This is an optimization exercise on Yosys and OpenROAD, whose aim is small area and a short achievable clock period, not a production implementation. Only simulation tests tie the RTL to the original design; equivalence was not proved. Power is estimated from default activity; no workload was simulated.

File: design/flow/config.mk
export PLATFORM = sky130hd
export DESIGN_NAME = alu16bit
export DESIGN_NICKNAME = alu16bit
export VERILOG_FILES = /design/flow/design.v
export SDC_FILE = /design/flow/constraint.sdc
export NUM_CORES = 4
export LEC_CHECK = 0
export ABC_AREA = 0
export CAP_MARGIN = 20
export CORE_MARGIN = 2
export CORE_UTILIZATION = 40
export GPL_TIMING_DRIVEN = 0
export SETUP_SLACK_MARGIN = 0.8
export SLEW_MARGIN = 20
export SYNTH_HIERARCHICAL = 1
File: design/flow/constraint.sdc
create_clock -name core_clock -period 7.2 [get_ports {clk}]
set_input_delay 1.4400 -clock core_clock [delete_from_list [all_inputs] [get_ports {clk}]]
set_output_delay 1.4400 -clock core_clock [all_outputs]
set_load 0.01 [all_outputs]
File: design/flow/standard.sh
#!/bin/bash
# synth_recipe.tcl (not shown) runs the flow's synth.tcl, then flattens the netlist and writes it again
# the make line also repeats each setting of config.mk as NAME=value (left out here)
make -C /OpenROAD-flow-scripts/flow DESIGN_CONFIG=/design/flow/config.mk WORK_HOME=/design/flow/orfs CLKGATE_MAP_FILE= SYNTH_SCRIPT=/design/flow/synth_recipe.tcl "${@:-finish}"
File: design/flow/flow/run.sh
#!/bin/bash
# The standard layout, with the port buffers made of plain buffers (sky130
# buf_1, which the resizer may upsize) instead of the delay-cell buffers that
# buffer_ports picks by default.
set -euo pipefail
export BUFFER_PORTS_ARGS="-buffer_cell sky130_fd_sc_hd__buf_1"
bash standard.sh > standard.log 2>&1
File: design/flow/design.v
module alu16bit (
  input clk,
  input reset,
  input [2:0] operation,
  input [15:0] operand_A,
  input [15:0] operand_B,
  output reg [31:0] result,
  output reg carry_flag,
  output reg zero_flag
);
  wire [15:0] a = operand_A;
  wire [15:0] b = operand_B;
  wire is_add = ~reset & (operation == 3'd0);
  wire is_sub = ~reset & (operation == 3'd1);
  wire is_mul = ~reset & (operation == 3'd2);
  wire [15:0] m = is_mul ? b : {15'd0, is_add | is_sub};
  reg [15:0] cv;
  always @(*) begin
    if (reset) cv = 16'd0;
    else
    case (operation)
      3'd0: cv = b;
      3'd1: cv = ~b;
      3'd3: cv = a & b;
      3'd4: cv = a | b;
      3'd5: cv = ~(a & b);
      3'd6: cv = ~(a | b);
      3'd7: cv = a ^ b;
      default: cv = 16'd0;
    endcase
  end
  wire cin = is_sub;
  wire [15:0] cvn;
  wire t00 = ~(is_sub | (~reset & (operation == 3'd5 || operation == 3'd6)));
  wire t01 = ~(is_add | (~reset & (operation == 3'd4 || operation == 3'd5 || operation == 3'd7)));
  wire t10 = ~(is_sub | (~reset & (operation == 3'd4 || operation == 3'd5 || operation == 3'd7)));
  wire t11 = ~(is_add | (~reset & (operation == 3'd3 || operation == 3'd4)));
  genvar cb;
  generate for (cb = 0; cb < 16; cb = cb + 1) begin : g_cv
    cvbit ucv (a[cb], b[cb], t00, t01, t10, t11, cvn[cb]);
  end endgenerate
  wire is_sub_n = ~is_sub;
  wire [15:0] an = ~a;
  wire [15:0] mn = ~m;
  wire p1;
  nor2 up1 (an[0], mn[0], p1);
  wire p2;
  nor2 up2 (an[1], mn[0], p2);
  wire p3;
  nor2 up3 (an[2], mn[0], p3);
  wire p4;
  nor2 up4 (an[3], mn[0], p4);
  wire p5;
  nor2 up5 (an[4], mn[0], p5);
  wire p6;
  nor2 up6 (an[5], mn[0], p6);
  wire p7;
  nor2 up7 (an[6], mn[0], p7);
  wire p8;
  nor2 up8 (an[7], mn[0], p8);
  wire p9;
  nor2 up9 (an[8], mn[0], p9);
  wire p10;
  nor2 up10 (an[9], mn[0], p10);
  wire p11;
  nor2 up11 (an[10], mn[0], p11);
  wire p12;
  nor2 up12 (an[11], mn[0], p12);
  wire p13;
  nor2 up13 (an[12], mn[0], p13);
  wire p14;
  nor2 up14 (an[13], mn[0], p14);
  wire p15;
  nor2 up15 (an[14], mn[0], p15);
  wire p16;
  nor2 up16 (an[15], mn[0], p16);
  wire p17;
  o21ai up17 (an[0], mn[1], cvn[1], p17);
  wire p18;
  o21ai up18 (an[1], mn[1], cvn[2], p18);
  wire p19;
  o21ai up19 (an[2], mn[1], cvn[3], p19);
  wire p20;
  o21ai up20 (an[3], mn[1], cvn[4], p20);
  wire p21;
  o21ai up21 (an[4], mn[1], cvn[5], p21);
  wire p22;
  o21ai up22 (an[5], mn[1], cvn[6], p22);
  wire p23;
  o21ai up23 (an[6], mn[1], cvn[7], p23);
  wire p24;
  o21ai up24 (an[7], mn[1], cvn[8], p24);
  wire p25;
  o21ai up25 (an[8], mn[1], cvn[9], p25);
  wire p26;
  o21ai up26 (an[9], mn[1], cvn[10], p26);
  wire p27;
  o21ai up27 (an[10], mn[1], cvn[11], p27);
  wire p28;
  o21ai up28 (an[11], mn[1], cvn[12], p28);
  wire p29;
  o21ai up29 (an[12], mn[1], cvn[13], p29);
  wire p30;
  o21ai up30 (an[13], mn[1], cvn[14], p30);
  wire p31;
  o21ai up31 (an[14], mn[1], cvn[15], p31);
  wire p32;
  nor2 up32 (an[15], mn[1], p32);
  wire p33;
  nor2 up33 (an[0], mn[2], p33);
  wire p34;
  nor2 up34 (an[1], mn[2], p34);
  wire p35;
  nor2 up35 (an[2], mn[2], p35);
  wire p36;
  nor2 up36 (an[3], mn[2], p36);
  wire p37;
  nor2 up37 (an[4], mn[2], p37);
  wire p38;
  nor2 up38 (an[5], mn[2], p38);
  wire p39;
  nor2 up39 (an[6], mn[2], p39);
  wire p40;
  nor2 up40 (an[7], mn[2], p40);
  wire p41;
  nor2 up41 (an[8], mn[2], p41);
  wire p42;
  nor2 up42 (an[9], mn[2], p42);
  wire p43;
  nor2 up43 (an[10], mn[2], p43);
  wire p44;
  nor2 up44 (an[11], mn[2], p44);
  wire p45;
  nor2 up45 (an[12], mn[2], p45);
  wire p46;
  nor2 up46 (an[13], mn[2], p46);
  wire p47;
  nor2 up47 (an[14], mn[2], p47);
  wire p48;
  nor2 up48 (an[15], mn[2], p48);
  wire p49;
  nor2 up49 (an[0], mn[3], p49);
  wire p50;
  nor2 up50 (an[1], mn[3], p50);
  wire p51;
  nor2 up51 (an[2], mn[3], p51);
  wire p52;
  nor2 up52 (an[3], mn[3], p52);
  wire p53;
  nor2 up53 (an[4], mn[3], p53);
  wire p54;
  nor2 up54 (an[5], mn[3], p54);
  wire p55;
  nor2 up55 (an[6], mn[3], p55);
  wire p56;
  nor2 up56 (an[7], mn[3], p56);
  wire p57;
  nor2 up57 (an[8], mn[3], p57);
  wire p58;
  nor2 up58 (an[9], mn[3], p58);
  wire p59;
  nor2 up59 (an[10], mn[3], p59);
  wire p60;
  nor2 up60 (an[11], mn[3], p60);
  wire p61;
  nor2 up61 (an[12], mn[3], p61);
  wire p62;
  nor2 up62 (an[13], mn[3], p62);
  wire p63;
  nor2 up63 (an[14], mn[3], p63);
  wire p64;
  nor2 up64 (an[15], mn[3], p64);
  wire p65;
  nor2 up65 (an[0], mn[4], p65);
  wire p66;
  nor2 up66 (an[1], mn[4], p66);
  wire p67;
  nor2 up67 (an[2], mn[4], p67);
  wire p68;
  nor2 up68 (an[3], mn[4], p68);
  wire p69;
  nor2 up69 (an[4], mn[4], p69);
  wire p70;
  nor2 up70 (an[5], mn[4], p70);
  wire p71;
  nor2 up71 (an[6], mn[4], p71);
  wire p72;
  nor2 up72 (an[7], mn[4], p72);
  wire p73;
  nor2 up73 (an[8], mn[4], p73);
  wire p74;
  nor2 up74 (an[9], mn[4], p74);
  wire p75;
  nor2 up75 (an[10], mn[4], p75);
  wire p76;
  nor2 up76 (an[11], mn[4], p76);
  wire p77;
  nor2 up77 (an[12], mn[4], p77);
  wire p78;
  nor2 up78 (an[13], mn[4], p78);
  wire p79;
  nor2 up79 (an[14], mn[4], p79);
  wire p80;
  nor2 up80 (an[15], mn[4], p80);
  wire p81;
  nor2 up81 (an[0], mn[5], p81);
  wire p82;
  nor2 up82 (an[1], mn[5], p82);
  wire p83;
  nor2 up83 (an[2], mn[5], p83);
  wire p84;
  nor2 up84 (an[3], mn[5], p84);
  wire p85;
  nor2 up85 (an[4], mn[5], p85);
  wire p86;
  nor2 up86 (an[5], mn[5], p86);
  wire p87;
  nor2 up87 (an[6], mn[5], p87);
  wire p88;
  nor2 up88 (an[7], mn[5], p88);
  wire p89;
  nor2 up89 (an[8], mn[5], p89);
  wire p90;
  nor2 up90 (an[9], mn[5], p90);
  wire p91;
  nor2 up91 (an[10], mn[5], p91);
  wire p92;
  nor2 up92 (an[11], mn[5], p92);
  wire p93;
  nor2 up93 (an[12], mn[5], p93);
  wire p94;
  nor2 up94 (an[13], mn[5], p94);
  wire p95;
  nor2 up95 (an[14], mn[5], p95);
  wire p96;
  nor2 up96 (an[15], mn[5], p96);
  wire p97;
  nor2 up97 (an[0], mn[6], p97);
  wire p98;
  nor2 up98 (an[1], mn[6], p98);
  wire p99;
  nor2 up99 (an[2], mn[6], p99);
  wire p100;
  nor2 up100 (an[3], mn[6], p100);
  wire p101;
  nor2 up101 (an[4], mn[6], p101);
  wire p102;
  nor2 up102 (an[5], mn[6], p102);
  wire p103;
  nor2 up103 (an[6], mn[6], p103);
  wire p104;
  nor2 up104 (an[7], mn[6], p104);
  wire p105;
  nor2 up105 (an[8], mn[6], p105);
  wire p106;
  nor2 up106 (an[9], mn[6], p106);
  wire p107;
  nor2 up107 (an[10], mn[6], p107);
  wire p108;
  nor2 up108 (an[11], mn[6], p108);
  wire p109;
  nor2 up109 (an[12], mn[6], p109);
  wire p110;
  nor2 up110 (an[13], mn[6], p110);
  wire p111;
  nor2 up111 (an[14], mn[6], p111);
  wire p112;
  nor2 up112 (an[15], mn[6], p112);
  wire p113;
  nor2 up113 (an[0], mn[7], p113);
  wire p114;
  nor2 up114 (an[1], mn[7], p114);
  wire p115;
  nor2 up115 (an[2], mn[7], p115);
  wire p116;
  nor2 up116 (an[3], mn[7], p116);
  wire p117;
  nor2 up117 (an[4], mn[7], p117);
  wire p118;
  nor2 up118 (an[5], mn[7], p118);
  wire p119;
  nor2 up119 (an[6], mn[7], p119);
  wire p120;
  nor2 up120 (an[7], mn[7], p120);
  wire p121;
  nor2 up121 (an[8], mn[7], p121);
  wire p122;
  nor2 up122 (an[9], mn[7], p122);
  wire p123;
  nor2 up123 (an[10], mn[7], p123);
  wire p124;
  nor2 up124 (an[11], mn[7], p124);
  wire p125;
  nor2 up125 (an[12], mn[7], p125);
  wire p126;
  nor2 up126 (an[13], mn[7], p126);
  wire p127;
  nor2 up127 (an[14], mn[7], p127);
  wire p128;
  nor2 up128 (an[15], mn[7], p128);
  wire p129;
  nor2 up129 (an[0], mn[8], p129);
  wire p130;
  nor2 up130 (an[1], mn[8], p130);
  wire p131;
  nor2 up131 (an[2], mn[8], p131);
  wire p132;
  nor2 up132 (an[3], mn[8], p132);
  wire p133;
  nor2 up133 (an[4], mn[8], p133);
  wire p134;
  nor2 up134 (an[5], mn[8], p134);
  wire p135;
  nor2 up135 (an[6], mn[8], p135);
  wire p136;
  nor2 up136 (an[7], mn[8], p136);
  wire p137;
  nor2 up137 (an[8], mn[8], p137);
  wire p138;
  nor2 up138 (an[9], mn[8], p138);
  wire p139;
  nor2 up139 (an[10], mn[8], p139);
  wire p140;
  nor2 up140 (an[11], mn[8], p140);
  wire p141;
  nor2 up141 (an[12], mn[8], p141);
  wire p142;
  nor2 up142 (an[13], mn[8], p142);
  wire p143;
  nor2 up143 (an[14], mn[8], p143);
  wire p144;
  nor2 up144 (an[15], mn[8], p144);
  wire p145;
  nor2 up145 (an[0], mn[9], p145);
  wire p146;
  nor2 up146 (an[1], mn[9], p146);
  wire p147;
  nor2 up147 (an[2], mn[9], p147);
  wire p148;
  nor2 up148 (an[3], mn[9], p148);
  wire p149;
  nor2 up149 (an[4], mn[9], p149);
  wire p150;
  nor2 up150 (an[5], mn[9], p150);
  wire p151;
  nor2 up151 (an[6], mn[9], p151);
  wire p152;
  nor2 up152 (an[7], mn[9], p152);
  wire p153;
  nor2 up153 (an[8], mn[9], p153);
  wire p154;
  nor2 up154 (an[9], mn[9], p154);
  wire p155;
  nor2 up155 (an[10], mn[9], p155);
  wire p156;
  nor2 up156 (an[11], mn[9], p156);
  wire p157;
  nor2 up157 (an[12], mn[9], p157);
  wire p158;
  nor2 up158 (an[13], mn[9], p158);
  wire p159;
  nor2 up159 (an[14], mn[9], p159);
  wire p160;
  nor2 up160 (an[15], mn[9], p160);
  wire p161;
  nor2 up161 (an[0], mn[10], p161);
  wire p162;
  nor2 up162 (an[1], mn[10], p162);
  wire p163;
  nor2 up163 (an[2], mn[10], p163);
  wire p164;
  nor2 up164 (an[3], mn[10], p164);
  wire p165;
  nor2 up165 (an[4], mn[10], p165);
  wire p166;
  nor2 up166 (an[5], mn[10], p166);
  wire p167;
  nor2 up167 (an[6], mn[10], p167);
  wire p168;
  nor2 up168 (an[7], mn[10], p168);
  wire p169;
  nor2 up169 (an[8], mn[10], p169);
  wire p170;
  nor2 up170 (an[9], mn[10], p170);
  wire p171;
  nor2 up171 (an[10], mn[10], p171);
  wire p172;
  nor2 up172 (an[11], mn[10], p172);
  wire p173;
  nor2 up173 (an[12], mn[10], p173);
  wire p174;
  nor2 up174 (an[13], mn[10], p174);
  wire p175;
  nor2 up175 (an[14], mn[10], p175);
  wire p176;
  nor2 up176 (an[15], mn[10], p176);
  wire p177;
  nor2 up177 (an[0], mn[11], p177);
  wire p178;
  nor2 up178 (an[1], mn[11], p178);
  wire p179;
  nor2 up179 (an[2], mn[11], p179);
  wire p180;
  nor2 up180 (an[3], mn[11], p180);
  wire p181;
  nor2 up181 (an[4], mn[11], p181);
  wire p182;
  nor2 up182 (an[5], mn[11], p182);
  wire p183;
  nor2 up183 (an[6], mn[11], p183);
  wire p184;
  nor2 up184 (an[7], mn[11], p184);
  wire p185;
  nor2 up185 (an[8], mn[11], p185);
  wire p186;
  nor2 up186 (an[9], mn[11], p186);
  wire p187;
  nor2 up187 (an[10], mn[11], p187);
  wire p188;
  nor2 up188 (an[11], mn[11], p188);
  wire p189;
  nor2 up189 (an[12], mn[11], p189);
  wire p190;
  nor2 up190 (an[13], mn[11], p190);
  wire p191;
  nor2 up191 (an[14], mn[11], p191);
  wire p192;
  nor2 up192 (an[15], mn[11], p192);
  wire p193;
  nor2 up193 (an[0], mn[12], p193);
  wire p194;
  nor2 up194 (an[1], mn[12], p194);
  wire p195;
  nor2 up195 (an[2], mn[12], p195);
  wire p196;
  nor2 up196 (an[3], mn[12], p196);
  wire p197;
  nor2 up197 (an[4], mn[12], p197);
  wire p198;
  nor2 up198 (an[5], mn[12], p198);
  wire p199;
  nor2 up199 (an[6], mn[12], p199);
  wire p200;
  nor2 up200 (an[7], mn[12], p200);
  wire p201;
  nor2 up201 (an[8], mn[12], p201);
  wire p202;
  nor2 up202 (an[9], mn[12], p202);
  wire p203;
  nor2 up203 (an[10], mn[12], p203);
  wire p204;
  nor2 up204 (an[11], mn[12], p204);
  wire p205;
  nor2 up205 (an[12], mn[12], p205);
  wire p206;
  nor2 up206 (an[13], mn[12], p206);
  wire p207;
  nor2 up207 (an[14], mn[12], p207);
  wire p208;
  nor2 up208 (an[15], mn[12], p208);
  wire p209;
  nor2 up209 (an[0], mn[13], p209);
  wire p210;
  nor2 up210 (an[1], mn[13], p210);
  wire p211;
  nor2 up211 (an[2], mn[13], p211);
  wire p212;
  nor2 up212 (an[3], mn[13], p212);
  wire p213;
  nor2 up213 (an[4], mn[13], p213);
  wire p214;
  nor2 up214 (an[5], mn[13], p214);
  wire p215;
  nor2 up215 (an[6], mn[13], p215);
  wire p216;
  nor2 up216 (an[7], mn[13], p216);
  wire p217;
  nor2 up217 (an[8], mn[13], p217);
  wire p218;
  nor2 up218 (an[9], mn[13], p218);
  wire p219;
  nor2 up219 (an[10], mn[13], p219);
  wire p220;
  nor2 up220 (an[11], mn[13], p220);
  wire p221;
  nor2 up221 (an[12], mn[13], p221);
  wire p222;
  nor2 up222 (an[13], mn[13], p222);
  wire p223;
  nor2 up223 (an[14], mn[13], p223);
  wire p224;
  nor2 up224 (an[15], mn[13], p224);
  wire p225;
  nor2 up225 (an[0], mn[14], p225);
  wire p226;
  nor2 up226 (an[1], mn[14], p226);
  wire p227;
  nor2 up227 (an[2], mn[14], p227);
  wire p228;
  nor2 up228 (an[3], mn[14], p228);
  wire p229;
  nor2 up229 (an[4], mn[14], p229);
  wire p230;
  nor2 up230 (an[5], mn[14], p230);
  wire p231;
  nor2 up231 (an[6], mn[14], p231);
  wire p232;
  nor2 up232 (an[7], mn[14], p232);
  wire p233;
  nor2 up233 (an[8], mn[14], p233);
  wire p234;
  nor2 up234 (an[9], mn[14], p234);
  wire p235;
  nor2 up235 (an[10], mn[14], p235);
  wire p236;
  nor2 up236 (an[11], mn[14], p236);
  wire p237;
  nor2 up237 (an[12], mn[14], p237);
  wire p238;
  nor2 up238 (an[13], mn[14], p238);
  wire p239;
  nor2 up239 (an[14], mn[14], p239);
  wire p240;
  nor2 up240 (an[15], mn[14], p240);
  wire p241;
  nor2 up241 (an[0], mn[15], p241);
  wire p242;
  o21ai up242 (an[1], mn[15], is_sub_n, p242);
  wire p243;
  o21ai up243 (an[2], mn[15], is_sub_n, p243);
  wire p244;
  o21ai up244 (an[3], mn[15], is_sub_n, p244);
  wire p245;
  o21ai up245 (an[4], mn[15], is_sub_n, p245);
  wire p246;
  o21ai up246 (an[5], mn[15], is_sub_n, p246);
  wire p247;
  o21ai up247 (an[6], mn[15], is_sub_n, p247);
  wire p248;
  o21ai up248 (an[7], mn[15], is_sub_n, p248);
  wire p249;
  o21ai up249 (an[8], mn[15], is_sub_n, p249);
  wire p250;
  o21ai up250 (an[9], mn[15], is_sub_n, p250);
  wire p251;
  o21ai up251 (an[10], mn[15], is_sub_n, p251);
  wire p252;
  o21ai up252 (an[11], mn[15], is_sub_n, p252);
  wire p253;
  o21ai up253 (an[12], mn[15], is_sub_n, p253);
  wire p254;
  o21ai up254 (an[13], mn[15], is_sub_n, p254);
  wire p255;
  o21ai up255 (an[14], mn[15], is_sub_n, p255);
  wire p256;
  o21ai up256 (an[15], mn[15], is_sub_n, p256);
  wire n257, n258;
  ha un257 (p14, p44, n257, n258);
  wire n259, n260;
  fa un259 (p15, p45, p60, n259, n260);
  wire n261, n262;
  ha un261 (p75, p90, n261, n262);
  wire n263, n264;
  fa un263 (p16, p46, p61, n263, n264);
  wire n265, n266;
  fa un265 (p76, p91, p106, n265, n266);
  wire n267, n268;
  ha un267 (p121, p136, n267, n268);
  wire n269, n270;
  fa un269 (p32, p47, p62, n269, n270);
  wire n271, n272;
  fa un271 (p77, p92, p107, n271, n272);
  wire n273, n274;
  ha un273 (p122, p137, n273, n274);
  wire n275, n276;
  fa un275 (p48, p63, p78, n275, n276);
  wire n277, n278;
  fa un277 (p93, p108, p123, n277, n278);
  wire n279, n280;
  fa un279 (p64, p79, p94, n279, n280);
  wire n281, n282;
  ha un281 (p10, p40, n281, n282);
  wire n283, n284;
  fa un283 (p11, p41, p56, n283, n284);
  wire n285, n286;
  ha un285 (p71, p86, n285, n286);
  wire n287, n288;
  fa un287 (p12, p42, p57, n287, n288);
  wire n289, n290;
  fa un289 (p72, p87, p102, n289, n290);
  wire n291, n292;
  ha un291 (p117, p132, n291, n292);
  wire n293, n294;
  fa un293 (p13, p43, p58, n293, n294);
  wire n295, n296;
  fa un295 (p73, p88, p103, n295, n296);
  wire n297, n298;
  fa un297 (p118, p133, p148, n297, n298);
  wire n299, n300;
  ha un299 (p163, p178, n299, n300);
  wire n301, n302;
  fa un301 (p59, p74, p89, n301, n302);
  wire n303, n304;
  fa un303 (p104, p119, p134, n303, n304);
  wire n305, n306;
  fa un305 (p149, p164, p179, n305, n306);
  wire n307, n308;
  fa un307 (p194, p209, p29, n307, n308);
  wire n309, n310;
  fa un309 (p105, p120, p135, n309, n310);
  wire n311, n312;
  fa un311 (p150, p165, p180, n311, n312);
  wire n313, n314;
  fa un313 (p195, p210, p225, n313, n314);
  wire n315, n316;
  fa un315 (p30, n258, n261, n315, n316);
  wire n317, n318;
  fa un317 (p151, p166, p181, n317, n318);
  wire n319, n320;
  fa un319 (p196, p211, p226, n319, n320);
  wire n321, n322;
  fa un321 (p241, p31, n262, n321, n322);
  wire n323, n324;
  fa un323 (n267, n260, n263, n323, n324);
  wire n325, n326;
  fa un325 (p152, p167, p182, n325, n326);
  wire n327, n328;
  fa un327 (p197, p212, p227, n327, n328);
  wire n329, n330;
  fa un329 (p242, n268, n273, n329, n330);
  wire n331, n332;
  fa un331 (n264, n266, n269, n331, n332);
  wire n333, n334;
  fa un333 (p138, p153, p168, n333, n334);
  wire n335, n336;
  fa un335 (p183, p198, p213, n335, n336);
  wire n337, n338;
  fa un337 (p228, p243, n274, n337, n338);
  wire n339, n340;
  fa un339 (n270, n272, n275, n339, n340);
  wire n341, n342;
  fa un341 (p109, p124, p139, n341, n342);
  wire n343, n344;
  fa un343 (p154, p169, p184, n343, n344);
  wire n345, n346;
  fa un345 (p199, p214, p229, n345, n346);
  wire n347, n348;
  fa un347 (p244, n276, n278, n347, n348);
  wire n349, n350;
  fa un349 (p80, p95, p110, n349, n350);
  wire n351, n352;
  fa un351 (p125, p140, p155, n351, n352);
  wire n353, n354;
  fa un353 (p170, p185, p200, n353, n354);
  wire n355, n356;
  fa un355 (p215, p230, p245, n355, n356);
  wire n357, n358;
  fa un357 (p96, p111, p126, n357, n358);
  wire n359, n360;
  fa un359 (p141, p156, p171, n359, n360);
  wire n361, n362;
  fa un361 (p186, p201, p216, n361, n362);
  wire n363, n364;
  fa un363 (p112, p127, p142, n363, n364);
  wire n365, n366;
  fa un365 (p157, p172, p187, n365, n366);
  wire n367, n368;
  fa un367 (p128, p143, p158, n367, n368);
  wire n369, n370;
  ha un369 (p7, p37, n369, n370);
  wire n371, n372;
  fa un371 (p8, p38, p53, n371, n372);
  wire n373, n374;
  ha un373 (p68, p83, n373, n374);
  wire n375, n376;
  fa un375 (p9, p39, p54, n375, n376);
  wire n377, n378;
  fa un377 (p69, p84, p99, n377, n378);
  wire n379, n380;
  ha un379 (p114, p129, n379, n380);
  wire n381, n382;
  fa un381 (p55, p70, p85, n381, n382);
  wire n383, n384;
  fa un383 (p100, p115, p130, n383, n384);
  wire n385, n386;
  fa un385 (p145, p25, n281, n385, n386);
  wire n387, n388;
  fa un387 (p101, p116, p131, n387, n388);
  wire n389, n390;
  fa un389 (p146, p161, p26, n389, n390);
  wire n391, n392;
  fa un391 (n282, n285, n283, n391, n392);
  wire n393, n394;
  fa un393 (p147, p162, p177, n393, n394);
  wire n395, n396;
  fa un395 (p27, n286, n291, n395, n396);
  wire n397, n398;
  fa un397 (n284, n287, n289, n397, n398);
  wire n399, n400;
  fa un399 (p193, p28, n292, n399, n400);
  wire n401, n402;
  fa un401 (n299, n288, n290, n401, n402);
  wire n403, n404;
  fa un403 (n293, n295, n297, n403, n404);
  wire n405, n406;
  fa un405 (n300, n257, n294, n405, n406);
  wire n407, n408;
  fa un407 (n296, n298, n301, n407, n408);
  wire n409, n410;
  fa un409 (n303, n305, n307, n409, n410);
  wire n411, n412;
  fa un411 (n302, n304, n306, n411, n412);
  wire n413, n414;
  fa un413 (n308, n259, n309, n413, n414);
  wire n415, n416;
  fa un415 (n311, n313, n315, n415, n416);
  wire n417, n418;
  fa un417 (n310, n312, n314, n417, n418);
  wire n419, n420;
  fa un419 (n265, n317, n319, n419, n420);
  wire n421, n422;
  fa un421 (n316, n321, n323, n421, n422);
  wire n423, n424;
  fa un423 (n318, n320, n271, n423, n424);
  wire n425, n426;
  fa un425 (n325, n327, n322, n425, n426);
  wire n427, n428;
  fa un427 (n329, n324, n331, n427, n428);
  wire n429, n430;
  fa un429 (n326, n328, n277, n429, n430);
  wire n431, n432;
  fa un431 (n333, n335, n330, n431, n432);
  wire n433, n434;
  fa un433 (n337, n332, n339, n433, n434);
  wire n435, n436;
  fa un435 (n334, n336, n279, n435, n436);
  wire n437, n438;
  fa un437 (n341, n343, n345, n437, n438);
  wire n439, n440;
  fa un439 (n338, n340, n347, n439, n440);
  wire n441, n442;
  fa un441 (n342, n344, n346, n441, n442);
  wire n443, n444;
  fa un443 (n280, n349, n351, n443, n444);
  wire n445, n446;
  fa un445 (n353, n355, n348, n445, n446);
  wire n447, n448;
  fa un447 (p231, p246, n350, n447, n448);
  wire n449, n450;
  fa un449 (n352, n354, n356, n449, n450);
  wire n451, n452;
  fa un451 (n357, n359, n361, n451, n452);
  wire n453, n454;
  fa un453 (p202, p217, p232, n453, n454);
  wire n455, n456;
  fa un455 (p247, n358, n360, n455, n456);
  wire n457, n458;
  fa un457 (n362, n363, n365, n457, n458);
  wire n459, n460;
  fa un459 (p173, p188, p203, n459, n460);
  wire n461, n462;
  fa un461 (p218, p233, p248, n461, n462);
  wire n463, n464;
  fa un463 (n364, n366, n367, n463, n464);
  wire n465, n466;
  fa un465 (p144, p159, p174, n465, n466);
  wire n467, n468;
  fa un467 (p189, p204, p219, n467, n468);
  wire n469, n470;
  fa un469 (p234, p249, n368, n469, n470);
  wire n471, n472;
  fa un471 (p160, p175, p190, n471, n472);
  wire n473, n474;
  fa un473 (p205, p220, p235, n473, n474);
  wire n475, n476;
  fa un475 (p176, p191, p206, n475, n476);
  wire n477, n478;
  ha un477 (p5, p35, n477, n478);
  wire n479, n480;
  fa un479 (p6, p36, p51, n479, n480);
  wire n481, n482;
  ha un481 (p66, p81, n481, n482);
  wire n483, n484;
  fa un483 (p52, p67, p82, n483, n484);
  wire n485, n486;
  fa un485 (p97, p22, n369, n485, n486);
  wire n487, n488;
  fa un487 (p98, p113, p23, n487, n488);
  wire n489, n490;
  fa un489 (n370, n373, n371, n489, n490);
  wire n491, n492;
  fa un491 (p24, n374, n379, n491, n492);
  wire n493, n494;
  fa un493 (n372, n375, n377, n493, n494);
  wire n495, n496;
  fa un495 (n380, n376, n378, n495, n496);
  wire n497, n498;
  fa un497 (n381, n383, n385, n497, n498);
  wire n499, n500;
  fa un499 (n382, n384, n387, n499, n500);
  wire n501, n502;
  fa un501 (n389, n386, n391, n501, n502);
  wire n503, n504;
  fa un503 (n388, n390, n393, n503, n504);
  wire n505, n506;
  fa un505 (n395, n392, n397, n505, n506);
  wire n507, n508;
  fa un507 (n394, n396, n399, n507, n508);
  wire n509, n510;
  fa un509 (n398, n401, n403, n509, n510);
  wire n511, n512;
  fa un511 (n400, n402, n404, n511, n512);
  wire n513, n514;
  fa un513 (n405, n407, n409, n513, n514);
  wire n515, n516;
  fa un515 (n406, n408, n411, n515, n516);
  wire n517, n518;
  fa un517 (n410, n413, n415, n517, n518);
  wire n519, n520;
  fa un519 (n412, n414, n417, n519, n520);
  wire n521, n522;
  fa un521 (n419, n416, n421, n521, n522);
  wire n523, n524;
  fa un523 (n418, n420, n423, n523, n524);
  wire n525, n526;
  fa un525 (n425, n422, n427, n525, n526);
  wire n527, n528;
  fa un527 (n424, n429, n426, n527, n528);
  wire n529, n530;
  fa un529 (n431, n428, n433, n529, n530);
  wire n531, n532;
  fa un531 (n430, n435, n437, n531, n532);
  wire n533, n534;
  fa un533 (n432, n434, n439, n533, n534);
  wire n535, n536;
  fa un535 (n436, n438, n441, n535, n536);
  wire n537, n538;
  fa un537 (n443, n445, n440, n537, n538);
  wire n539, n540;
  fa un539 (n442, n444, n447, n539, n540);
  wire n541, n542;
  fa un541 (n449, n451, n446, n541, n542);
  wire n543, n544;
  fa un543 (n453, n448, n450, n543, n544);
  wire n545, n546;
  fa un545 (n452, n455, n457, n545, n546);
  wire n547, n548;
  fa un547 (n454, n459, n461, n547, n548);
  wire n549, n550;
  fa un549 (n456, n458, n463, n549, n550);
  wire n551, n552;
  fa un551 (n460, n462, n465, n551, n552);
  wire n553, n554;
  fa un553 (n467, n464, n469, n553, n554);
  wire n555, n556;
  fa un555 (p250, n466, n468, n555, n556);
  wire n557, n558;
  fa un557 (n471, n473, n470, n557, n558);
  wire n559, n560;
  fa un559 (p221, p236, p251, n559, n560);
  wire n561, n562;
  fa un561 (n472, n474, n475, n561, n562);
  wire n563, n564;
  fa un563 (p192, p207, p222, n563, n564);
  wire n565, n566;
  fa un565 (p237, p252, n476, n565, n566);
  wire n567, n568;
  fa un567 (p208, p223, p238, n567, n568);
  wire n569, n570;
  ha un569 (p4, p34, n569, n570);
  wire n571, n572;
  fa un571 (p50, p65, p20, n571, n572);
  wire n573, n574;
  fa un573 (p21, n478, n481, n573, n574);
  wire n575, n576;
  fa un575 (n482, n480, n483, n575, n576);
  wire n577, n578;
  fa un577 (n484, n487, n486, n577, n578);
  wire n579, n580;
  fa un579 (n488, n491, n490, n579, n580);
  wire n581, n582;
  fa un581 (n492, n494, n495, n581, n582);
  wire n583, n584;
  fa un583 (n496, n499, n498, n583, n584);
  wire n585, n586;
  fa un585 (n500, n503, n502, n585, n586);
  wire n587, n588;
  fa un587 (n504, n507, n506, n587, n588);
  wire n589, n590;
  fa un589 (n508, n510, n511, n589, n590);
  wire n591, n592;
  fa un591 (n512, n515, n514, n591, n592);
  wire n593, n594;
  fa un593 (n516, n519, n518, n593, n594);
  wire n595, n596;
  fa un595 (n520, n523, n522, n595, n596);
  wire n597, n598;
  fa un597 (n524, n527, n526, n597, n598);
  wire n599, n600;
  fa un599 (n528, n531, n533, n599, n600);
  wire n601, n602;
  fa un601 (n532, n535, n534, n601, n602);
  wire n603, n604;
  fa un603 (n536, n539, n538, n603, n604);
  wire n605, n606;
  fa un605 (n540, n543, n545, n605, n606);
  wire n607, n608;
  fa un607 (n547, n544, n546, n607, n608);
  wire n609, n610;
  fa un609 (n548, n551, n550, n609, n610);
  wire n611, n612;
  fa un611 (n552, n555, n557, n611, n612);
  wire n613, n614;
  fa un613 (n559, n556, n561, n613, n614);
  wire n615, n616;
  fa un615 (n560, n563, n562, n615, n616);
  wire n617, n618;
  fa un617 (p253, n564, n567, n617, n618);
  wire n619, n620;
  fa un619 (p224, p239, p254, n619, n620);
  wire n621, n622;
  ha un621 (p3, p33, n621, n622);
  wire n623, n624;
  fa un623 (p49, p19, n569, n623, n624);
  wire n625, n626;
  fa un625 (n570, n477, n571, n625, n626);
  wire n627, n628;
  fa un627 (n572, n479, n573, n627, n628);
  wire n629, n630;
  fa un629 (n574, n485, n575, n629, n630);
  wire n631, n632;
  fa un631 (n576, n489, n577, n631, n632);
  wire n633, n634;
  fa un633 (n493, n578, n579, n633, n634);
  wire n635, n636;
  fa un635 (n497, n580, n581, n635, n636);
  wire n637, n638;
  fa un637 (n582, n501, n583, n637, n638);
  wire n639, n640;
  fa un639 (n505, n584, n585, n639, n640);
  wire n641, n642;
  fa un641 (n509, n586, n587, n641, n642);
  wire n643, n644;
  fa un643 (n513, n588, n589, n643, n644);
  wire n645, n646;
  fa un645 (n517, n590, n591, n645, n646);
  wire n647, n648;
  fa un647 (n592, n521, n593, n647, n648);
  wire n649, n650;
  fa un649 (n525, n594, n595, n649, n650);
  wire n651, n652;
  fa un651 (n529, n596, n597, n651, n652);
  wire n653, n654;
  fa un653 (n530, n598, n599, n653, n654);
  wire n655, n656;
  fa un655 (n537, n600, n601, n655, n656);
  wire n657, n658;
  fa un657 (n541, n602, n603, n657, n658);
  wire n659, n660;
  fa un659 (n542, n605, n604, n659, n660);
  wire n661, n662;
  fa un661 (n549, n607, n606, n661, n662);
  wire n663, n664;
  fa un663 (n553, n608, n609, n663, n664);
  wire n665, n666;
  fa un665 (n554, n610, n611, n665, n666);
  wire n667, n668;
  fa un667 (n558, n613, n612, n667, n668);
  wire n669, n670;
  fa un669 (n565, n614, n615, n669, n670);
  wire n671, n672;
  fa un671 (n566, n617, n616, n671, n672);
  wire n673, n674;
  fa un673 (n568, n619, n618, n673, n674);
  wire n675, n676;
  fa un675 (p240, p255, n620, n675, n676);
  wire n677, n678;
  fa un677 (cin, p1, cv[0], n677, n678);
  wire n679, n680;
  fa un679 (p2, p17, n678, n679, n680);
  wire n681, n682;
  fa un681 (p18, n621, n680, n681, n682);
  wire n683, n684;
  fa un683 (n622, n623, n682, n683, n684);
  wire n685, n686;
  fa un685 (n624, n625, n684, n685, n686);
  wire n687, n688;
  fa un687 (n626, n627, n686, n687, n688);
  wire n689, n690;
  ha un689 (n628, n629, n689, n690);
  wire n691, n692;
  ha un691 (n630, n631, n691, n692);
  wire n693, n694;
  ha un693 (n632, n633, n693, n694);
  wire n695, n696;
  ha un695 (n634, n635, n695, n696);
  wire n697, n698;
  ha un697 (n636, n637, n697, n698);
  wire n699, n700;
  ha un699 (n638, n639, n699, n700);
  wire n701, n702;
  ha un701 (n640, n641, n701, n702);
  wire n703, n704;
  ha un703 (n642, n643, n703, n704);
  wire n705, n706;
  ha un705 (n644, n645, n705, n706);
  wire n707, n708;
  ha un707 (n646, n647, n707, n708);
  wire n709, n710;
  ha un709 (n648, n649, n709, n710);
  wire n711, n712;
  ha un711 (n650, n651, n711, n712);
  wire n713, n714;
  ha un713 (n652, n653, n713, n714);
  wire n715, n716;
  ha un715 (n654, n655, n715, n716);
  wire n717, n718;
  ha un717 (n656, n657, n717, n718);
  wire n719, n720;
  ha un719 (n658, n659, n719, n720);
  wire n721, n722;
  ha un721 (n660, n661, n721, n722);
  wire n723, n724;
  ha un723 (n662, n663, n723, n724);
  wire n725, n726;
  ha un725 (n664, n665, n725, n726);
  wire n727, n728;
  ha un727 (n666, n667, n727, n728);
  wire n729, n730;
  ha un729 (n668, n669, n729, n730);
  wire n731, n732;
  ha un731 (n670, n671, n731, n732);
  wire n733, n734;
  ha un733 (n672, n673, n733, n734);
  wire n735, n736;
  ha un735 (n674, n675, n735, n736);
  wire n737, n738;
  ha un737 (n676, p256, n737, n738);
  wire n739;
  aoi21 un739 (n689, n688, n690, n739);
  wire n740;
  aoi21 un740 (n693, n692, n694, n740);
  wire n741;
  nand2 un741 (n693, n691, n741);
  wire n742;
  aoi21 un742 (n697, n696, n698, n742);
  wire n743;
  nand2 un743 (n697, n695, n743);
  wire n744;
  aoi21 un744 (n701, n700, n702, n744);
  wire n745;
  nand2 un745 (n701, n699, n745);
  wire n746;
  aoi21 un746 (n705, n704, n706, n746);
  wire n747;
  nand2 un747 (n705, n703, n747);
  wire n748;
  aoi21 un748 (n709, n708, n710, n748);
  wire n749;
  nand2 un749 (n709, n707, n749);
  wire n750;
  aoi21 un750 (n713, n712, n714, n750);
  wire n751;
  nand2 un751 (n713, n711, n751);
  wire n752;
  aoi21 un752 (n717, n716, n718, n752);
  wire n753;
  nand2 un753 (n717, n715, n753);
  wire n754;
  aoi21 un754 (n721, n720, n722, n754);
  wire n755;
  nand2 un755 (n721, n719, n755);
  wire n756;
  aoi21 un756 (n725, n724, n726, n756);
  wire n757;
  nand2 un757 (n725, n723, n757);
  wire n758;
  aoi21 un758 (n729, n728, n730, n758);
  wire n759;
  nand2 un759 (n729, n727, n759);
  wire n760;
  aoi21 un760 (n733, n732, n734, n760);
  wire n761;
  nand2 un761 (n733, n731, n761);
  wire n762;
  aoi21 un762 (n737, n736, n738, n762);
  wire n763;
  nand2 un763 (n737, n735, n763);
  wire n764;
  oai21 un764 (n741, n739, n740, n764);
  wire n765;
  oai21 un765 (n745, n742, n744, n765);
  wire n766;
  nor2 un766 (n745, n743, n766);
  wire n767;
  oai21 un767 (n749, n746, n748, n767);
  wire n768;
  nor2 un768 (n749, n747, n768);
  wire n769;
  oai21 un769 (n753, n750, n752, n769);
  wire n770;
  nor2 un770 (n753, n751, n770);
  wire n771;
  oai21 un771 (n757, n754, n756, n771);
  wire n772;
  nor2 un772 (n757, n755, n772);
  wire n773;
  oai21 un773 (n761, n758, n760, n773);
  wire n774;
  nor2 un774 (n761, n759, n774);
  wire n775;
  aoi21 un775 (n766, n764, n765, n775);
  wire n776;
  aoi21 un776 (n770, n767, n769, n776);
  wire n777;
  nand2 un777 (n770, n768, n777);
  wire n778;
  aoi21 un778 (n774, n771, n773, n778);
  wire n779;
  nand2 un779 (n774, n772, n779);
  wire n780;
  oai21 un780 (n777, n775, n776, n780);
  wire n781;
  inv1 un781 (n778, n781);
  wire n782;
  inv1 un782 (n779, n782);
  wire n783;
  aoi21 un783 (n782, n780, n781, n783);
  wire n784;
  inv1 un784 (n775, n784);
  wire n785;
  aoi21 un785 (n768, n784, n767, n785);
  wire n786;
  aoi21 un786 (n772, n780, n771, n786);
  wire n787;
  inv1 un787 (n742, n787);
  wire n788;
  inv1 un788 (n743, n788);
  wire n789;
  aoi21 un789 (n788, n764, n787, n789);
  wire n790;
  oai21 un790 (n747, n775, n746, n790);
  wire n791;
  oai21 un791 (n751, n785, n750, n791);
  wire n792;
  inv1 un792 (n754, n792);
  wire n793;
  inv1 un793 (n755, n793);
  wire n794;
  aoi21 un794 (n793, n780, n792, n794);
  wire n795;
  oai21 un795 (n759, n786, n758, n795);
  wire n796;
  oai21 un796 (n763, n783, n762, n796);
  wire n797;
  inv1 un797 (n692, n797);
  wire n798;
  inv1 un798 (n691, n798);
  wire n799;
  oai21 un799 (n798, n739, n797, n799);
  wire n800;
  aoi21 un800 (n695, n764, n696, n800);
  wire n801;
  inv1 un801 (n700, n801);
  wire n802;
  inv1 un802 (n699, n802);
  wire n803;
  oai21 un803 (n802, n789, n801, n803);
  wire n804;
  inv1 un804 (n704, n804);
  wire n805;
  inv1 un805 (n703, n805);
  wire n806;
  oai21 un806 (n805, n775, n804, n806);
  wire n807;
  aoi21 un807 (n707, n790, n708, n807);
  wire n808;
  inv1 un808 (n712, n808);
  wire n809;
  inv1 un809 (n711, n809);
  wire n810;
  oai21 un810 (n809, n785, n808, n810);
  wire n811;
  aoi21 un811 (n715, n791, n716, n811);
  wire n812;
  aoi21 un812 (n719, n780, n720, n812);
  wire n813;
  inv1 un813 (n724, n813);
  wire n814;
  inv1 un814 (n723, n814);
  wire n815;
  oai21 un815 (n814, n794, n813, n815);
  wire n816;
  inv1 un816 (n728, n816);
  wire n817;
  inv1 un817 (n727, n817);
  wire n818;
  oai21 un818 (n817, n786, n816, n818);
  wire n819;
  aoi21 un819 (n731, n795, n732, n819);
  wire n820;
  inv1 un820 (n736, n820);
  wire n821;
  inv1 un821 (n735, n821);
  wire n822;
  oai21 un822 (n821, n783, n820, n822);
  wire n823;
  aoi21 un823 (is_sub, n796, 1'b0, n823);
  wire n824;
  xor2 un824 (n689, n688, n824);
  wire n825;
  xnor2 un825 (n691, n739, n825);
  wire n826;
  xor2 un826 (n693, n799, n826);
  wire n827;
  xor2 un827 (n695, n764, n827);
  wire n828;
  xnor2 un828 (n697, n800, n828);
  wire n829;
  xnor2 un829 (n699, n789, n829);
  wire n830;
  xor2 un830 (n701, n803, n830);
  wire n831;
  xnor2 un831 (n703, n775, n831);
  wire n832;
  xor2 un832 (n705, n806, n832);
  wire n833;
  xor2 un833 (n707, n790, n833);
  wire n834;
  xnor2 un834 (n709, n807, n834);
  wire n835;
  xnor2 un835 (n711, n785, n835);
  wire n836;
  xor2 un836 (n713, n810, n836);
  wire n837;
  xor2 un837 (n715, n791, n837);
  wire n838;
  xnor2 un838 (n717, n811, n838);
  wire n839;
  xor2 un839 (n719, n780, n839);
  wire n840;
  xnor2 un840 (n721, n812, n840);
  wire n841;
  xnor2 un841 (n723, n794, n841);
  wire n842;
  xor2 un842 (n725, n815, n842);
  wire n843;
  xnor2 un843 (n727, n786, n843);
  wire n844;
  xor2 un844 (n729, n818, n844);
  wire n845;
  xor2 un845 (n731, n795, n845);
  wire n846;
  xnor2 un846 (n733, n819, n846);
  wire n847;
  xnor2 un847 (n735, n783, n847);
  wire n848;
  xor2 un848 (n737, n822, n848);
  wire n849;
  xor2 un849 (is_sub, n796, n849);
  wire [31:0] s = {n849, n848, n847, n846, n845, n844, n843, n842, n841, n840, n839, n838, n837, n836, n835, n834, n833, n832, n831, n830, n829, n828, n827, n826, n825, n824, n687, n685, n683, n681, n679, n677};
  wire borrow = is_sub & s[16];
  wire zero_lo = (s[15:0] == 16'd0);
  wire zero_mul = (a == 16'd0) | (b == 16'd0);
  wire [31:0] r = s;
  wire z_e = ~reset & ~is_mul & ~(|s[11:0]);
  wire z_m = ~reset & is_mul & zero_mul;
  wire z_l1, z_l2, z;
  nor2 uz1 (s[15], s[14], z_l1);
  nor2 uz2 (s[13], s[12], z_l2);
  a31o uz3 (z_l1, z_l2, z_e, z_m, z);
  always @(posedge clk) begin
    result     <= r;
    carry_flag <= borrow;
    zero_flag  <= z;
  end
endmodule
module fa (input a, input b, input c, output s, output co);
  assign s = a ^ b ^ c;
  assign co = (a & b) | (a & c) | (b & c);
endmodule
module ha (input a, input b, output s, output co);
  assign s = a ^ b;
  assign co = a & b;
endmodule
module xor2 (input a, input b, output y);
  assign y = a ^ b;
endmodule
module xnor2 (input a, input b, output y);
  assign y = ~(a ^ b);
endmodule
module nand2 (input a, input b, output y);
  assign y = ~(a & b);
endmodule
module nor2 (input a, input b, output y);
  assign y = ~(a | b);
endmodule
module inv1 (input a, output y);
  assign y = ~a;
endmodule
module a31o (input a, input b, input c, input d, output y);
  assign y = (a & b & c) | d;
endmodule
module cvbit (input a, input b, input t00, input t01, input t10, input t11, output y);
  assign y = a ? (b ? t11 : t10) : (b ? t01 : t00);
endmodule
module aoi21 (input a, input b, input c, output y);
  assign y = ~((a & b) | c);
endmodule
module o21ai (input a, input b, input c, output y);
  assign y = ~((a | b) & c);
endmodule
module oai21 (input a, input b, input c, output y);
  assign y = ~((a | b) & c);
endmodule
==> summary.md, run 1 <==
| Metric | Value |
|---|---|
| WL per Instance | 20.36 um |
| DRT met1 WL | 9049 um |
| VDD IR-drop max | 0.00008028 V |
| Remaining Overflow, GRT | 0 |
| Final period util | 0.8841 |
| Sequential fraction of the synthesis area | 0.08813 |
| Synth Register Bits | 34 |
| Highest routed metal layer | met4 |
| Die footprint | 0.02044 sq mm |
| Die Height | 143.0 um |
| CTS Root Cell | clkbuf_16 |
| Slew Viols, Final | 0 |
| Setup TNS | 0 ns |
| GRT Overall Usage | 0.2319 |
| CP arrival | 6.59 ns |
| Initial Utilization | 0.4102 |
| RSZ-0062 raised after global routing | true |
| Row cnt | 50 |
| HP Start | reset |
| Vias in the first global route | 6771 |
| Rel. slew slack | 0.3374 |
| Crit path capture type | flop |
| Filler instances | 1664 |
| Number of synthesized flops with an enable pin | 0 |
| FMAX | 0.1571 GHz |
| CP Max Fanout | 14 |
| Core Util, Final | 0.5187 |
| Initial antenna violation count | 0 |
| Antenna cells | 0 |
| Yosys top cell area share | 0.5210 |
| Placer congestion estimate | 0.8714 |
| Layout area overhead | 26.45% |
| Vias | 6249 |
| Leading cell types by count after synthesis | 237 x nor2_1, 201 x fa_1, 48 x o21ai_1 |
| Leakage | 0.004512 uW |
| Largest area contributor in the netlist | fa_1 |
| Cell Count, Final, Fillers Out | 1131 |
| Nets | 1150 |
| Ys async rst share | 0 |
| Dominant synthesized flop cell | dfxtp_1 |
| Mapped cell area | 0.007724 sq mm |
| Fin. Hold Viols | 0 |
| First-pass detailed-route iteration total | 5 |
| Syn Inst Count | 741 |
| Clock Pin Slew Worst Setup and Hold Paths | 0.06 ns |
| Yosys warning total | 7 |
| # IOs | 71 |
| Synth area leaders | fa_1 52%, nor2_1 12%, dfxtp_1 8.8% |
| Via density per instance | 5.525 |
| Layout cells sized above 1 | 0.2572 |
| First-pass GRT wire length | 35920 um |
| TritonCTS Buffers | 5 |
| CTS Buffer Depth | 2 |
| Htree depth | 2 |
| Seq. cell area | 680.7 sq um |
| TritonCTS clock tree | built |
| Syn nets | 1021 |
| Die X-Extent | 143.0 um |
| Avg Cell Area, Syn | 10.42 sq um |
| Final ANT Viol Nets | 0 |
| Detail Placement HPWL | 16390 um |
| Largest net degree at the start of global routing | 17 |
| Port buffer count | 69 |
| Setup Crit Path Kind | in -> reg |
| Setup violators final | 0 |
| Core Area | 0.01883 sq mm |
| Min cycle time layout | 6.366 ns |
| Status | finished clean |
| Depth of the worst hold-timing path | 3 |
| Inst Count DP | 1070 |
| Area of the multi-input gates | 0.007656 sq mm |
| PD cells | 94.01 mW/mm^2 |
| Max-Cap Viols | 0 |
| CP Data Required Time | 7.42 ns |
| Met3 wire length | 1737 um |
| Post-Route WL | 23030 um |
| Sink Count | 34 |
| Worst Tran Pin Value | 0.9929 ns |
| Iteration-0 DRC count of the detailed router | 457 |
| Synth unique cells | 32 |
| Worst Hold Class | in -> reg |
| Metal2 WL | 11550 um |
| Hold worst-path end | carry_flag |
| Crit start category | primary input |
| DRC | 0 |
| Most common cell in the synthesized netlist | nor2_1 |
report_power, final:
part           internal (uW)  switching, uW  leakage [uW]
combinational            185            272       0.00416
clock                    128           96.3     0.0000698
sequential               227           9.47      0.000282
total                    540            378       0.00451
Yosys stat by module (local to each module, per instance):
| module | area (sq um) | copies in the design |
|---|---|---|
| alu16bit | 1151 | 1 |
| cvbit | 22.52 | 15 |
| fa | 20.02 | 201 |
| ha | 12.51 | 40 |
| a31o | 8.758 | 1 |
| aoi21 | 8.758 | 26 |
| xnor2 | 8.758 | 12 |
| xor2 | 8.758 | 14 |
| o21ai | 5.005 | 30 |
| oai21 | 5.005 | 18 |
| inv1 | 3.754 | 21 |
| nand2 | 3.754 | 14 |
| nor2 | 3.754 | 233 |
what timing repair did:
item                       CTS  global route
hold buffers                 0             0
pin swaps                    7            36
buffers inserted            13            37
gates resized for setup     49            87
setup endpoints to repair   20            16
gates cloned                 1             2
cells in the final DEF (no fill, tap or decap), drive strengths merged, types with 2 or more instances in the layout:
master,netlist,final
a21oi,29,29
a31oi,2,2
and2b,2,2
buf,3,121
clkbuf,0,7
clkinv,0,2
clkinvlp,0,6
dfxtp,34,34
fa,201,201
ha,42,42
inv,39,34
mux4,15,15
nand2,32,34
nand4,2,2
nor2,237,237
nor4,11,11
o21ai,49,49
o21bai,2,2
or2,3,3
xnor2,13,13
xor2,14,14
kinds of logic (layout without fill, tap and decap cells):
| group | Yosys count | in the layout | share of synthesized area |
|---|---|---|---|
| adders and majority gates | 243 | 243 | 0.5890 |
| DFF | 34 | 34 | 0.08813 |
| and+or+nand+nor | 294 | 296 | 0.1545 |
| buffers and inverters | 42 | 170 | 0.02252 |
| AOI/OAI and AO/OA | 85 | 85 | 0.07014 |
| muxes | 16 | 16 | 0.04503 |
| xor gates and xnor gates | 27 | 27 | 0.03062 |
routing by layer:
metal	global-route usage	vias up
met1	0.2942	3236
met3	0.05064	34
li1	-	2668
met4	0.08807	0
met2	0.3896	311
met5	0	-
state kept, by name (all words and copies together), names as in the netlist:
signal / flops
zero_flag: 1
carry_flag: 1
result: 32
area by class of cell:
type,count,share of cell area
multi-input cells,667,0.7839
repair buffers,120,0.07610
flip-flops and latches,34,0.06969
well taps,260,0.03331
inverters,39,0.01691
clock buffers,5,0.01281
plain buffers,3,0.005124
clock inverters,3,0.002178
critical path: stages:
cell and delay, ns:
buf_8 0.12, nand2b_4 0.15, nor3_4 0.17, buf_12 0.20, buf_16 0.19, nand2_8 0.12, nor2_4 0.14, ha_4 0.22
fa_1 0.55, fa_1 0.46, fa_2 0.37, fa_1 0.48, fa_1 0.59, ha_4 0.22, a21oi_2 0.14, o21ai_2 0.09
a21oi_2 0.17, o21ai_4 0.08, buf_12 0.14, a21oi_4 0.15, o21ai_2 0.10, a21oi_2 0.14, xnor2_1 0.12
worst max-delay path by stage:
stage,startpoint,end,slack (ns),depth (start not counted)
2_1_floorplan,operation[0],result[28],0.65,20
3_3_place_gp,operation[1],result[28],-0.17,19
3_5_place_dp,operation[1],result[28],-0.16,19
4_1_cts,operation[2],result[28],0.77,21
5_1_grt,operation[0],result[28],0.71,23
6_report,operation[0],result[28],0.83,23
stage by stage:
step	worst slack (ns)	hold WS (ns)	total power [uW]	cell area (sq um)
CTS	0.7688	1.591	883.1	9055
detailed placement	-0.1583	1.825	630.5	8502
finish	0.8343	1.617	918.2	9767
floorplan	0.6530	1.674	507.7	7918
global placement	-0.1687	1.825	627.8	8502
global route	0.7089	1.629	985.3	9767
==> run 2, diff against run 1 <==
--- a/design/flow/config.mk
+++ b/design/flow/config.mk
@@ -10,6 +10,6 @@
 export CORE_MARGIN = 2
 export CORE_UTILIZATION = 40
 export GPL_TIMING_DRIVEN = 0
-export SETUP_SLACK_MARGIN = 0.8
+export SETUP_SLACK_MARGIN = 0.6
 export SLEW_MARGIN = 20
 export SYNTH_HIERARCHICAL = 1
==> run 2 against run 1 <==
  * Critical path depth shrank 1
  * Still clean on timing, DRC and antenna
  * Sequential cell count unchanged
  * Non-clock buffer count decreased by 44
  * Critical path type unchanged
  * Synthesized cell count stayed put
  * Power fell by 5.4%
  * Utilization shrank 4.4 points
  * Clock-buffer cell count unchanged
  * Global-route usage shrank 0.29 points
  * Clock power about the same
==> summary.md, run 2 <==
| Metric | Value |
|---|---|
| Layout cells sized above 1 | 0.1394 |
| CTS Root Cell | clkbuf_16 |
| Largest net degree at the start of global routing | 18 |
| CP Max Fanout | 16 |
| Yosys top cell area share | 0.5210 |
| Leading cell types by count after synthesis | 237 x nor2_1, 201 x fa_1, 48 x o21ai_1 |
| Vias | 6002 |
| CP arrival | 6.63 ns |
| Row cnt | 50 |
| CP Data Required Time | 7.38 ns |
| Synth area leaders | fa_1 52%, nor2_1 12%, dfxtp_1 8.8% |
| TritonCTS Buffers | 5 |
| Status | finished clean |
| Die X-Extent | 143.0 um |
| Largest area contributor in the netlist | fa_1 |
| Sequential fraction of the synthesis area | 0.08813 |
| CP max stage delay | 0.57 ns |
| Synth unique cells | 32 |
| Core Area | 0.01883 sq mm |
| Clock group share of total power | 0.257 |
| Fin. Hold Viols | 0 |
| Worst path cell trace | buf_6, nand2b_4, nor3_4, buf_12, nand2_4, nor2_4, fa_1, fa_1, fa_1, fa_1, fa_1, fa_1, ha_4, nand2_1, nor2_2, nand2_1, o21ai_4, buf_12, a21oi_4, o21ai_2, a21oi_2, xnor2_1 |
| Int Pwr | 515.1 uW |
| Remaining Overflow, GRT | 0 |
| WL per Instance | 20.33 um |
| Detail Placement HPWL | 16340 um |
| Synth Register Bits | 34 |
| Die Height | 143.0 um |
| Sink Count | 34 |
| Clock Pin Slew Worst Setup and Hold Paths | 0.06 ns |
| Iteration-0 DRC count of the detailed router | 437 |
| Combinational power share | 0.473 |
| Yosys warning total | 7 |
| Final period util | 0.8948 |
| Min cycle time layout | 6.442 ns |
| TritonCTS clock tree | built |
| Setup TNS | 0 ns |
| Post-Route WL | 22060 um |
| Number of synthesized flops with an enable pin | 0 |
| PD cells | 97.09 mW/mm^2 |
| # IOs | 71 |
| Syn nets | 1021 |
| Dominant synthesized flop cell | dfxtp_1 |
| VDD IR-drop max | 0.00007101 V |
| Top delay family on crit path | adder cells |
| CTS Buffer Depth | 2 |
| Switching part of the total power | 0.4067 |
| Setup Crit Path Kind | in -> reg |
| Top reg by flops | result |
| Htree depth | 2 |
| Vias in the first global route | 6563 |
| Worst Tran Pin Value | 0.7815 ns |
| Layout area overhead | 15.78% |
| Leakage | 0.004347 uW |
| Commonest non-fill, non-tap cell in the layout | nor2_1 |
| Die footprint | 0.02044 sq mm |
| Crit start category | primary input |
| Initial Utilization | 0.4102 |
| Nets | 1104 |
| First-pass GRT wire length | 35200 um |
| Mapped cell area | 0.007724 sq mm |
| Final ANT Viol Nets | 0 |
| Rel. slew slack | 0.4784 |
| Setup violators final | 0 |
| Seq pwr share | 0.271 |
| Antenna cells | 0 |
| Syn Inst Count | 741 |
| Ys async rst share | 0 |
| Most frequent cells in the layout | 225 x nor2_1, 199 x fa_1, 67 x buf_1 |
| Port buffer count | 69 |
| Inst Count DP | 1070 |
| Top Registers | result x32, carry_flag x1, zero_flag x1 |
| CP dominant cell by count | fa_1 |
| Final Total Pwr | 868.2 uW |
| Final WS setup | 0.7576 ns |
| Bufs and invs on worst path | 3 |
| Placer congestion estimate | 0.8506 |
| Most common cell in the synthesized netlist | nor2_1 |
| Slew Viols, Final | 0 |
| Net Sw Power | 353.1 uW |
| Crit path capture type | flop |
| RSZ-0062 raised after global routing | false |
| Max reg flops | 32 |
| Avg Cell Area, Syn | 10.42 sq um |
| DRC | 0 |
| Placement Setup Slack | -0.3817 ns |
| Max-Cap Viols | 0 |
| Initial antenna violation count | 0 |
| Via density per instance | 5.532 |
| Cell Count, Final, Fillers Out | 1085 |
| First-pass detailed-route iteration total | 4 |
| FMAX | 0.1552 GHz |
| Worst Hold Class | in -> reg |
| GRT Overall Usage | 0.2291 |
| Slowest cell on crit path | fa_1 |
==> run 2: through the flow <==
step	utilization	area [sq um]	hold slack, ns
after floorplan	-	7851	1.674
after global placement	0.4480	8436	1.826
after detailed placement	0.4480	8436	1.824
after CTS	0.4608	8677	1.604
after global routing	0.4749	8942	1.651
final	0.4749	8942	1.615
==> run 2: cell type report <==
| cell class | instances | area [sq um] |
|---|---|---|
| Multi-Input combinational cell | 665 | 7256 |
| Clock inverter | 3 | 21.27 |
| Clock buffer | 5 | 125.1 |
| Buffer | 3 | 38.79 |
| Sequential cell | 34 | 680.7 |
| Fill cell | 1780 | 9888 |
| Tap cell | 260 | 325.3 |
| Inverter | 39 | 153.9 |
| Timing Repair Buffer | 76 | 341.6 |
==> run 2: logic make-up (layout without fill, tap and decap cells) <==
logic type,Yosys count,in the layout,synth area share
flip-flops,34,34,0.08813
AO/OA/AOI/OAI,85,85,0.07014
buffers and inverters,42,126,0.02252
XOR/XNOR,27,27,0.03062
AND/OR/NAND/NOR,294,294,0.1545
multiplexers,16,16,0.04503
adder cells (fa/ha/maj),243,243,0.5890
==> run 2: layer usage <==
metal  vias up  GRT usage  wire (um)
met5         -          0          0
met4         0    0.08338        693
met3        40    0.05231       1914
met2       294     0.3722      10910
met1      3094     0.3018       8543
li1       2574          -          -
==> run 2: worst min-delay path, delay by kind of cell <==
kind,cells,cell delay [ns]
buffers and inverters,1,0.11
and+or+nand+nor,2,0.32
==> run 2: path summary, 6_finish.rpt <==
check | startpoint | to | cells past startpoint
min | operation[0] | carry_flag | 3
max | operation[0] | result[28] | 22
==> run 2: timing repair <==
action                     CTS  global route
cloned                       0             0
setup endpoints to repair   20            15
buffers inserted             3             4
hold endpoints to repair     0             0
hold buffers                 0             0
pin swaps                    2             6
gates resized for setup     16            41
==> run 2: power by group through the flow <==
stage / Sequential (uW) / Clock (uW) / Combinational, uW
6_report: 235 / 223 / 410
5_1_grt: 239 / 237 / 456
4_1_cts: 236 / 229 / 393
3_5_place_dp: 239 / 0 / 387
3_3_place_gp: 240 / 0 / 383
2_1_floorplan: 261 / 0 / 241
==> run 2: modules after synthesis (local to each module, per instance), excerpt <==
module / flops+latches / times used
alu16bit: 34 / 1
nand2: 0 / 14
xnor2: 0 / 12
xor2: 0 / 14
fa: 0 / 201
aoi21: 0 / 26
cvbit: 0 / 15
o21ai: 0 / 30
inv1: 0 / 21
oai21: 0 / 18
a31o: 0 / 1
nor2: 0 / 233
==> run 3, diff against run 2 <==
--- a/design/flow/config.mk
+++ b/design/flow/config.mk
@@ -10,6 +10,6 @@
 export CORE_MARGIN = 2
 export CORE_UTILIZATION = 40
 export GPL_TIMING_DRIVEN = 0
-export SETUP_SLACK_MARGIN = 0.6
+export SETUP_SLACK_MARGIN = 0.5
 export SLEW_MARGIN = 20
 export SYNTH_HIERARCHICAL = 1
==> run 3 against run 2 <==
  * Still clean
  * Clock-buffer cell count unchanged
  * Final area decreased by 1.7%
  * Hold slack improved by 0.013 ns
  * Area after synthesis unchanged
  * Utilization decreased by 0.82 points
  * Via count increased by 1.4%
  * Die area unchanged
  * Sequential cell count unchanged
  * Maximum frequency decreased by 0.75%
  * Clock power about the same
  * Sequential power about the same
  * Highest routed layer unchanged
==> summary.md, run 3 <==
| Metric | Value |
|---|---|
| Depth of the worst hold-timing path | 3 |
| Leakage | 0.004376 uW |
| Seq. cell area | 680.7 sq um |
| CTS Buffer Depth | 2 |
| Area of the multi-input gates | 0.007097 sq mm |
| Number of synthesized flops with an enable pin | 0 |
| DP Area | 0.008312 sq mm |
| Most frequent cells in the layout | 227 x nor2_1, 201 x fa_1, 66 x buf_1 |
| Core Area | 0.01883 sq mm |
| WL per Instance | 19.90 um |
| Antenna cells | 0 |
| Most common cell in the synthesized netlist | nor2_1 |
| Syn nets | 1021 |
| DRC | 0 |
| Switching part of the total power | 0.4090 |
| Crit path capture type | flop |
| Max reg flops | 32 |
| Post-Route WL | 21610 um |
| Top reg by flops | result |
| CP arrival | 6.67 ns |
| Commonest non-fill, non-tap cell in the layout | nor2_1 |
| PD cells | 96.73 mW/mm^2 |
| Synth area leaders | fa_1 52%, nor2_1 12%, dfxtp_1 8.8% |
| Avg Cell Area, Syn | 10.42 sq um |
| Initial antenna violation count | 0 |
| Filler instances | 1836 |
| Final period util | 0.9015 |
| Nets | 1105 |
| Setup TNS | 0 ns |
| TritonCTS clock tree | built |
| Max-Cap Viols | 0 |
| Layout cells sized above 1 | 0.1271 |
| Vias in the first global route | 6403 |
| Setup Crit Path Kind | in -> reg |
| Synth Register Bits | 34 |
| Sink Count | 34 |
| Row cnt | 50 |
| CTS Root Cell | clkbuf_16 |
| Worst Tran Pin Value | 0.8018 ns |
| Htree depth | 2 |
| Net Sw Power | 347.6 uW |
| CP Max Fanout | 15 |
| Seq pwr share | 0.277 |
| Die footprint | 0.02044 sq mm |
| Setup violators final | 0 |
| Vias | 6085 |
| CP Data Required Time | 7.38 ns |
| Die X-Extent | 143.0 um |
| Combinational power share | 0.461 |
| Slew Viols, Final | 0 |
| Final ANT Viol Nets | 0 |
| Dominant synthesized flop cell | dfxtp_1 |
| Mapped cell area | 0.007724 sq mm |
| Die Height | 143.0 um |
| Int Pwr | 502.3 uW |
| # hold bufs at CTS | 0 |
| Remaining Overflow, GRT | 0 |
| Iteration-0 DRC count of the detailed router | 383 |
| Initial Utilization | 0.4102 |
| Post-route cell area | 0.008787 sq mm |
| Core Util, Final | 0.4666 |
| Worst Hold Class | in -> reg |
| Largest net degree at the start of global routing | 18 |
| Leading cell types by count after synthesis | 237 x nor2_1, 201 x fa_1, 48 x o21ai_1 |
| HP Start | operation[0] |
| TritonCTS Buffers | 5 |
| RSZ-0062 raised after global routing | false |
| Layout area overhead | 13.77% |
| Detail Placement HPWL | 15860 um |
| First-pass GRT wire length | 34690 um |
| Synth unique cells | 32 |
| Clock group share of total power | 0.262 |
| Final Total Pwr | 850.0 uW |
| Yosys top cell area share | 0.5210 |
| Ys async rst share | 0 |
| Status | finished clean |
| Top Registers | result x32, carry_flag x1, zero_flag x1 |
| Via density per instance | 5.603 |
| Clock Pin Slew Worst Setup and Hold Paths | 0.06 ns |
| Hold worst-path end | carry_flag |
| FMAX | 0.1541 GHz |
| VDD IR-drop max | 0.00007622 V |
| Largest area contributor in the netlist | fa_1 |
| Rel. slew slack | 0.4649 |
| # IOs | 71 |
| Fin. Hold Viols | 0 |
| Placer congestion estimate | 0.8579 |
| Yosys warning total | 7 |
| GRT Overall Usage | 0.2238 |
| Sequential fraction of the synthesis area | 0.08813 |
| Crit start category | primary input |
| Port buffer count | 69 |
| Min cycle time layout | 6.491 ns |
| First-pass detailed-route iteration total | 7 |
| Syn Inst Count | 741 |
-- run 3: cell count changes in the layout (fill, tap and decap cells not counted), moves of 3 or more --
cell | before | now
ha_1 | 35 | 42
ha_4 | 7 | 0
nor2_4 | 5 | 0
nor2_2 | 7 | 10
-- run 3: repair_timing --
action	in CTS	in global routing
resized for setup	28	40
buffers inserted	3	5
setup endpoints to repair	16	12
pin swaps	2	4
-- run 3: metal layers --
metal,GRT usage,up-vias,wire [um]
met1,0.3088,3179,8808
met4,0.07764,0,581
met3,0.03387,40,1637
met5,0,-,0
met2,0.3619,291,10580
li1,-,2575,-
-- run 3: worst max-delay path by stage --
stage | from | end | slack [ns] | depth (start not counted)
after floorplan | operation[0] | result[28] | 0.54 | 20
after global placement | operation[1] | result[28] | -0.45 | 20
after detailed placement | operation[1] | result[28] | -0.42 | 20
after CTS | operation[2] | result[28] | 0.49 | 20
after global routing | operation[0] | result[24] | 0.51 | 22
final | operation[1] | result[24] | 0.71 | 20
-- run 3: Yosys stat by module, one instance, submodules excluded, excerpt --
module | flops+latches | area, sq um | times used | cells inside
alu16bit | 34 | 1151 | 1 | 116
o21ai | 0 | 5.005 | 30 | 1
xnor2 | 0 | 8.758 | 12 | 1
xor2 | 0 | 8.758 | 14 | 1
ha | 0 | 12.51 | 40 | 1
cvbit | 0 | 22.52 | 15 | 1
aoi21 | 0 | 8.758 | 26 | 1
-- run 3: area by class of cell --
type,instances,share of cell area
Multi-Input combinational cell,665,0.8076
Sequential cell,34,0.07746
Clock inverter,3,0.002421
Clock buffer,5,0.01424
Tap cell,260,0.03702
Inverter,39,0.01751
Timing Repair Buffer,77,0.03845
Buffer,3,0.005268
-- run 3: per-stage QoR --
stage                     hold slack, ns  cells  worst slack [ns]
after floorplan                    1.674    741            0.5441
after global placement             1.826   1070           -0.4512
after detailed placement           1.824   1070           -0.4243
after CTS                          1.620   1081            0.4896
after global routing               1.642   1086            0.5052
final                              1.628   1086            0.7089
-- run 3: cell families (layout without fill, tap and decap cells) --
kind of cell,Yosys count,count (layout),share of synthesized area
XOR/XNOR,27,27,0.03062
AO/OA/AOI/OAI,85,85,0.07014
multiplexers,16,16,0.04503
AND/OR/NAND/NOR,294,294,0.1545
flip-flops,34,34,0.08813
adder cells (fa/ha/maj),243,243,0.5890
buffers and inverters,42,127,0.02252
-- run 3: worst max-delay path: stages --
cell and delay [ns]:
clkbuf_4 0.16, and2b_2 0.26, a21oi_1 0.05, or2_4 0.30, mux4_2 0.48, o21ai_1 0.11, fa_1 0.46, fa_1 0.48
fa_1 0.40, fa_1 0.55, fa_1 0.43, ha_1 0.33, a21oi_2 0.20, o21ai_2 0.11, a21oi_2 0.18, o21ai_4 0.11
buf_4 0.18, a21oi_2 0.15, o21ai_1 0.10, xor2_1 0.16
-- run 3: power groups by stage --
stage / Sequential [uW] / Combinational, uW / Clock (uW)
detailed placement: 239 / 377 / 0
finish: 235 / 392 / 223
global route: 239 / 436 / 239
CTS: 235 / 386 / 231
floorplan: 261 / 234 / 0
global placement: 240 / 375 / 0

## afterwards: timing with drivers on the ports
The results above use ideal ports. As a check the final layouts listed here were re-extracted and re-timed, cells and wires unchanged.
Step 1 sets driving cells, clkbuf_16 on the clock port and buf_2 on the other inputs (assumed; they add their load-dependent delay and slew).
Step 2 also shifts input and output timing later by t, the mid clock arrival at the registers, as if the neighbouring blocks saw the same clock.
a / b / c = no drivers / after step 1 / after step 2; a / b = the first two.
| run | t (ns) | setup WS [ns] | clock arrival spread, ns | slew at the worst register clock pin (ns) | worst data-port slew with drivers (ns) |
|---|---|---|---|---|---|
| run 1 | 0.335 | 0.834 / 0.834 / 0.499 | 0.008 / 0.008 | 0.07 / 0.07 | 0.05 |
| run 2 | 0.336 | 0.758 / 0.771 / 0.435 | 0.005 / 0.006 | 0.06 / 0.06 | 0.04 |
| run 3 | 0.340 | 0.709 / 0.731 / 0.391 | 0.004 / 0.005 | 0.06 / 0.06 | 0.04 |
After both steps setup and hold are still met in every run listed. For run 1, which loses most, drivers alone change the setup slack by 0.000 ns; drivers and shift together by -0.335 ns.
